Source: an optimization exercise on an open RTL-to-GDS flow (aim: small area). Production flows keep margins and buffers that such runs may drop. The RTL was checked by simulation tests, not by an equivalence proof against the original design. Power is estimated from default activity; no workload was simulated.

## before
==> flow/design.v <==
module Scheduler
#(
	parameter RWIDTH = 15,
	parameter DATAWIDTH = 64,
	parameter ADDRESSWIDTH = 32,
	parameter BuffLength = 8,
	parameter BuffBits = $clog2(BuffLength)
)
(
	input logic [DATAWIDTH-1:0] DataIn,
	input logic [ADDRESSWIDTH-1:0] AddrIn,
	input logic rw_in,reset,clock,
	input logic done,valid,buff,
	input logic [BuffBits-1:0] tagfsm,
	output logic [DATAWIDTH-1:0] DataOut,
	output logic [ADDRESSWIDTH-1:0] AddrOut,
	output logic rw_out, full,refresh,ap,
	output logic start,
	output logic [BuffBits -1:0]tagread, tag,
	output logic PageMiss, PageEmpty,
	output logic [1:0] PageHit
);
localparam EW = 1 + RWIDTH + 2 + 7 + 2 + DATAWIDTH;
logic [BuffLength-1:0][EW-1:0]  Queue;
logic [BuffLength-1:0]          Queue_hit;       
logic [BuffLength-1:0]          Queue_rstcount;
logic [BuffLength-1:0][15:0]    Counters;
logic [BuffLength-1:0]          Freelist;        
logic [BuffLength-1:0]          ScheduledList;   
logic [15:0]             OpenRowValid;
logic [15:0][RWIDTH-1:0] OpenRowAddress;
assign refresh = 1'b0;
assign ap = 1'b0;
assign AddrOut[5:0] = 6'b0;
wire [RWIDTH-1:0] CurRow  = AddrOut[31:17];
wire [3:0]        CurBank = {AddrOut[7:6], AddrOut[16:15]};
function automatic [RWIDTH-1:0] e_row(input [EW-1:0] e);  e_row  = e[EW-2 -: RWIDTH]; endfunction
function automatic [3:0]        e_bank(input [EW-1:0] e); e_bank = {e[DATAWIDTH+1:DATAWIDTH], e[DATAWIDTH+10:DATAWIDTH+9]}; endfunction
function automatic [1:0]        e_bg(input [EW-1:0] e);   e_bg   = e[DATAWIDTH+1:DATAWIDTH]; endfunction
logic [BuffLength-1:0] WriteSel;
assign full = &Freelist;
logic [BuffBits-1:0]   Writeptr;
always_comb begin
	Writeptr = '0;
	for (int i = BuffLength-1; i >= 0; i--)
		if (!Freelist[i])
			Writeptr = i[BuffBits-1:0];
	WriteSel = '0;
	WriteSel[Writeptr] = !full;
end
assign tag = Writeptr;
wire [3:0] InBank = {AddrIn[7:6], AddrIn[16:15]};
logic [RWIDTH-1:0] InOpenRow;
logic InOpen;
always_comb begin
	InOpenRow = '0;
	InOpen = 1'b0;
	for (int b = 0; b < 16; b++) begin
		InOpenRow = InOpenRow | ({RWIDTH{InBank == b}} & OpenRowAddress[b]);
		InOpen = InOpen | (InBank == b && OpenRowValid[b]);
	end
end
wire InHit = InOpen && AddrIn[31:17] == InOpenRow;
always_ff @(posedge clock)
	for (int i = 0; i < BuffLength; i++)
		if (valid && WriteSel[i])
			Queue[i] <= {rw_in, AddrIn[31:17], AddrIn[16:15], AddrIn[14:8], AddrIn[7:6], DataIn};
always_ff @(posedge clock)
	for (int i = 0; i < BuffLength; i++)
		if (valid && WriteSel[i])
			Queue_hit[i] <= InHit;
		else if (start && e_bank(Queue[i]) == CurBank)
			Queue_hit[i] <= e_row(Queue[i]) == CurRow;
always_ff @(posedge clock)
	if (valid) begin
		for (int i = 0; i < BuffLength; i++)
			if (WriteSel[i])
				Queue_rstcount[i] <= 1'b1;
	end
	else
		Queue_rstcount <= '0;
always_ff @(posedge clock)
	for (int i = 0; i < BuffLength; i++)
		if (reset)
			Freelist[i] <= 1'b0;
		else if (buff && tagfsm == i)
			Freelist[i] <= 1'b0;
		else if (start && !rw_out && tagread == i)
			Freelist[i] <= 1'b0;
		else if (valid && WriteSel[i])
			Freelist[i] <= 1'b1;
always_ff @(posedge clock)
	for (int i = 0; i < BuffLength; i++)
		if (reset)
			ScheduledList[i] <= 1'b0;
		else if (buff && tagfsm == i)
			ScheduledList[i] <= 1'b0;
		else if (start && rw_out && tagread == i)
			ScheduledList[i] <= 1'b1;
wire [BuffLength-1:0] Eligible = Freelist & ~ScheduledList;
localparam [15:0] AgePol    = 16'haaaa;
localparam [15:0] AgeThresh = 16'h9ed6 ^ AgePol;
localparam [15:0] AgeLast   = 16'h8000 ^ AgePol;
function automatic [15:0] age_step(input [15:0] c);
	logic [15:0] t;
	t = c ^ AgePol;
	age_step = {t[14:0], t[15] ^ t[13] ^ t[12] ^ t[10] ^ ~|t[14:0]} ^ AgePol;
endfunction
logic [BuffLength-1:0] Clear;    
logic [BuffLength-1:0] Zero;     
logic [BuffLength-1:0] Over;
always_comb
	for (int i = 0; i < BuffLength; i++) begin
		Clear[i] = Queue_rstcount[i] || !Eligible[i];
		Zero[i] = Clear[i] || Counters[i] == AgeLast;
	end
always_ff @(posedge clock)
	for (int i = 0; i < BuffLength; i++) begin
		if (Clear[i])
			Counters[i] <= AgePol;
		else
			Counters[i] <= age_step(Counters[i]);
		Over[i] <= !Zero[i] && (Over[i] || Counters[i] == AgeThresh);
	end
logic [BuffLength-1:0][BuffLength-1:0] Older, Beats;
logic [BuffLength-1:0] MaxSel;       
genvar gi, gj;
generate
	for (gi = 0; gi < BuffLength; gi++) begin : g_row
		for (gj = 0; gj < BuffLength; gj++) begin : g_col
			if (gj < gi) begin : g_lo
				always_ff @(posedge clock)
					Older[gi][gj] <= !Zero[gi] && (Zero[gj] || Older[gi][gj]);
				assign Beats[gi][gj] = !Eligible[gj] || Older[gi][gj];
			end
			else if (gj > gi) begin : g_hi
				assign Older[gi][gj] = 1'b0;
				assign Beats[gi][gj] = !Eligible[gj] || !Older[gj][gi];
			end
			else begin : g_eq
				assign Older[gi][gj] = 1'b0;
				assign Beats[gi][gj] = Eligible[gi];
			end
		end
		assign MaxSel[gi] = &Beats[gi];
	end
endgenerate
logic [BuffLength-1:0] ThresholdCrossed;
always_comb
	for (int i = 0; i < BuffLength; i++)
		ThresholdCrossed[i] = Eligible[i] && Over[i];
wire checkthresh = |ThresholdCrossed;
logic [BuffLength-1:0] OpenPageLong, OpenPageShort;
always_comb
	for (int i = 0; i < BuffLength; i++) begin
		OpenPageLong[i]  = Queue_hit[i] && Eligible[i];
		OpenPageShort[i] = OpenPageLong[i] && e_bg(Queue[i]) != AddrOut[7:6];
	end
logic [BuffLength-1:0] FirstS, FirstL, Sel;
always_comb begin
	FirstS = '0;
	FirstL = '0;
	for (int i = BuffLength-1; i >= 0; i--) begin
		if (OpenPageShort[i]) FirstS = 8'd1 << i;
		if (OpenPageLong[i])  FirstL = 8'd1 << i;
	end
end
always_comb
	if (checkthresh)            Sel = MaxSel;
	else if (|OpenPageShort)    Sel = FirstS;
	else if (|OpenPageLong)     Sel = FirstL;
	else                        Sel = MaxSel;
logic [BuffBits-1:0] NextTr;
logic [EW-1:0] Next;
logic NextHit;
always_comb begin
	NextTr = '0;
	Next = '0;
	NextHit = 1'b0;
	for (int i = 0; i < BuffLength; i++) begin
		NextTr = NextTr | ({BuffBits{Sel[i]}} & i[BuffBits-1:0]);
		Next = Next | ({EW{Sel[i]}} & Queue[i]);
		NextHit = NextHit | (Sel[i] & Queue_hit[i]);
	end
end
logic NextOpen;
always_comb begin
	NextOpen = 1'b0;
	for (int b = 0; b < 16; b++)
		NextOpen = NextOpen | (e_bank(Next) == b && OpenRowValid[b]);
end
wire issue = done && !start && |Eligible;
always_ff @(posedge clock)
	if (reset)
		start <= 1'b0;
	else
		start <= issue;
wire [EW-1:0] OutReg = {rw_out, AddrOut[31:17], AddrOut[16:15], AddrOut[14:8], AddrOut[7:6], DataOut};
logic [EW-1:0] OutNext;
always_comb begin
	OutNext = {EW{!issue}} & OutReg;
	for (int i = 0; i < BuffLength; i++)
		OutNext = OutNext | ({EW{issue && Sel[i]}} & Queue[i]);
end
always_ff @(posedge clock)
	{rw_out, AddrOut[31:17], AddrOut[16:15], AddrOut[14:8], AddrOut[7:6], DataOut} <= OutNext;
always_ff @(posedge clock)
	if (issue) begin
		tagread <= NextTr;
		PageHit <= {NextHit, NextHit && e_bg(Next) == AddrOut[7:6]};
		PageMiss <= !NextHit && NextOpen;
		PageEmpty <= !NextHit && !NextOpen;
	end
always_ff @(posedge clock)
	if (reset)
		OpenRowValid <= '0;
	else
		for (int b = 0; b < 16; b++)
			if (issue && e_bank(Next) == b)
				OpenRowValid[b] <= 1'b1;
always_ff @(posedge clock)
	for (int b = 0; b < 16; b++)
		if (issue && e_bank(Next) == b)
			OpenRowAddress[b] <= e_row(Next);
endmodule
export LEC_CHECK = 0
export CAP_MARGIN = 20
export CORE_MARGIN = 2
export CORE_UTILIZATION = 70
export PLACE_DENSITY = 0.8
export SLEW_MARGIN = 20
create_clock -name core_clock -period 12.0 [get_ports {clock}]
standard.sh (not shown) runs the stock make flow with config.mk's settings and CLKGATE_MAP_FILE= SYNTH_SCRIPT=/design/flow/synth_recipe.tcl, a recipe that flattens the netlist after the stock synthesis.
==> flow/flow/run.sh <==
#!/bin/bash
# The standard ORFS layout (standard synthesis unchanged), with two
# changes that only cut buffer area:
#  - each port gets its buffer from the smallest buffer cell (buf_1);
#  - clock tree synthesis uses larger sink clusters and no dummy loads.
# make's full output goes to flow_make.log; ORFS keeps each step's log
# under orfs/logs/.
set -euo pipefail
bash standard.sh \
  "BUFFER_PORTS_ARGS=-buffer_cell sky130_fd_sc_hd__buf_1" \
  "CTS_ARGS=-sink_clustering_enable -repair_clock_nets -dont_use_dummy_load -sink_clustering_size 25 -sink_clustering_max_diameter 60" \
  finish > flow_make.log 2>&1
diff inputs: before => after
--- a/flow/design.v
+++ b/flow/design.v
@@ -23,13 +23,13 @@
 localparam EW = 1 + RWIDTH + 2 + 7 + 2 + DATAWIDTH;
 logic [BuffLength-1:0][EW-1:0]  Queue;
 logic [BuffLength-1:0]          Queue_hit;       
 logic [BuffLength-1:0]          Queue_rstcount;
 logic [BuffLength-1:0][15:0]    Counters;
 logic [BuffLength-1:0]          Freelist;        
-logic [BuffLength-1:0]          ScheduledList;   
+logic [BuffLength-1:0]          Eligible;        
 logic [15:0]             OpenRowValid;
 logic [15:0][RWIDTH-1:0] OpenRowAddress;
 assign refresh = 1'b0;
 assign ap = 1'b0;
 assign AddrOut[5:0] = 6'b0;
 wire [RWIDTH-1:0] CurRow  = AddrOut[31:17];
@@ -89,18 +89,19 @@
 			Freelist[i] <= 1'b0;
 		else if (valid && WriteSel[i])
 			Freelist[i] <= 1'b1;
 always_ff @(posedge clock)
 	for (int i = 0; i < BuffLength; i++)
 		if (reset)
-			ScheduledList[i] <= 1'b0;
+			Eligible[i] <= 1'b0;
 		else if (buff && tagfsm == i)
-			ScheduledList[i] <= 1'b0;
-		else if (start && rw_out && tagread == i)
-			ScheduledList[i] <= 1'b1;
-wire [BuffLength-1:0] Eligible = Freelist & ~ScheduledList;
+			Eligible[i] <= 1'b0;
+		else if (start && tagread == i)
+			Eligible[i] <= 1'b0;
+		else if (valid && WriteSel[i])
+			Eligible[i] <= 1'b1;
 localparam [15:0] AgePol    = 16'haaaa;
 localparam [15:0] AgeThresh = 16'h9ed6 ^ AgePol;
 localparam [15:0] AgeLast   = 16'h8000 ^ AgePol;
 function automatic [15:0] age_step(input [15:0] c);
 	logic [15:0] t;
 	t = c ^ AgePol;
## What came out
Global-route usage: before and after compared, higher one is before. Final design utilization for after: 0.33 points down relative to before. Higher transition time of the tightest slew-check pin among before and after: before. after leaves more setup margin than before. Higher gate count of the mapped netlist among before and after: before. DRC violation count after routing: after vs before identical. after completed end to end with timing, DRC and antenna clean. As far as number of cells on the critical path is concerned, after and before perform about the same. Clock network fraction of design power: after vs before — no meaningful difference. Diff before -> after | total number of vias | down slightly. before and after ended up with nearly the same routability congestion estimate from global placement. Summary — synthesized cell area, after relative to before: lower, by 0.51%. Against before as the reference, after delivers a lower share of the clock period used by the worst path.

## what the ideal ports hide
In the flow no input, the clock included, has a driving cell. The finished layouts below were timed again as built, in two steps. Step 1 (the two cells are an assumption about what drives the block):
set clk [get_ports {clock}]
set_driving_cell -lib_cell sky130_fd_sc_hd__clkbuf_16 $clk
set_driving_cell -lib_cell sky130_fd_sc_hd__buf_2 [delete_from_list [all_inputs] $clk]
Step 2 times the ports against the registers' clock, not the clock port: input delays grow and output delays shrink by t, the midpoint of the rising clock arrivals with the driver on. Three values: no drivers, after step 1, after step 2; two values: the first two.
run	t (ns)	slack for setup (ns)	worst setup path at the end	latest minus earliest clock arrival (ns)	worst slew at a driven data input, ns
before	0.673	5.808 / 5.840 / 5.167	input to register	0.071 / 0.070	0.10
after	0.667	5.933 / 5.957 / 5.290	input to register	0.072 / 0.072	0.11
After both steps every run listed still meets setup and hold. The setup slack of after, which loses most, moves by +0.024 ns with the drivers and by -0.643 ns with both steps.
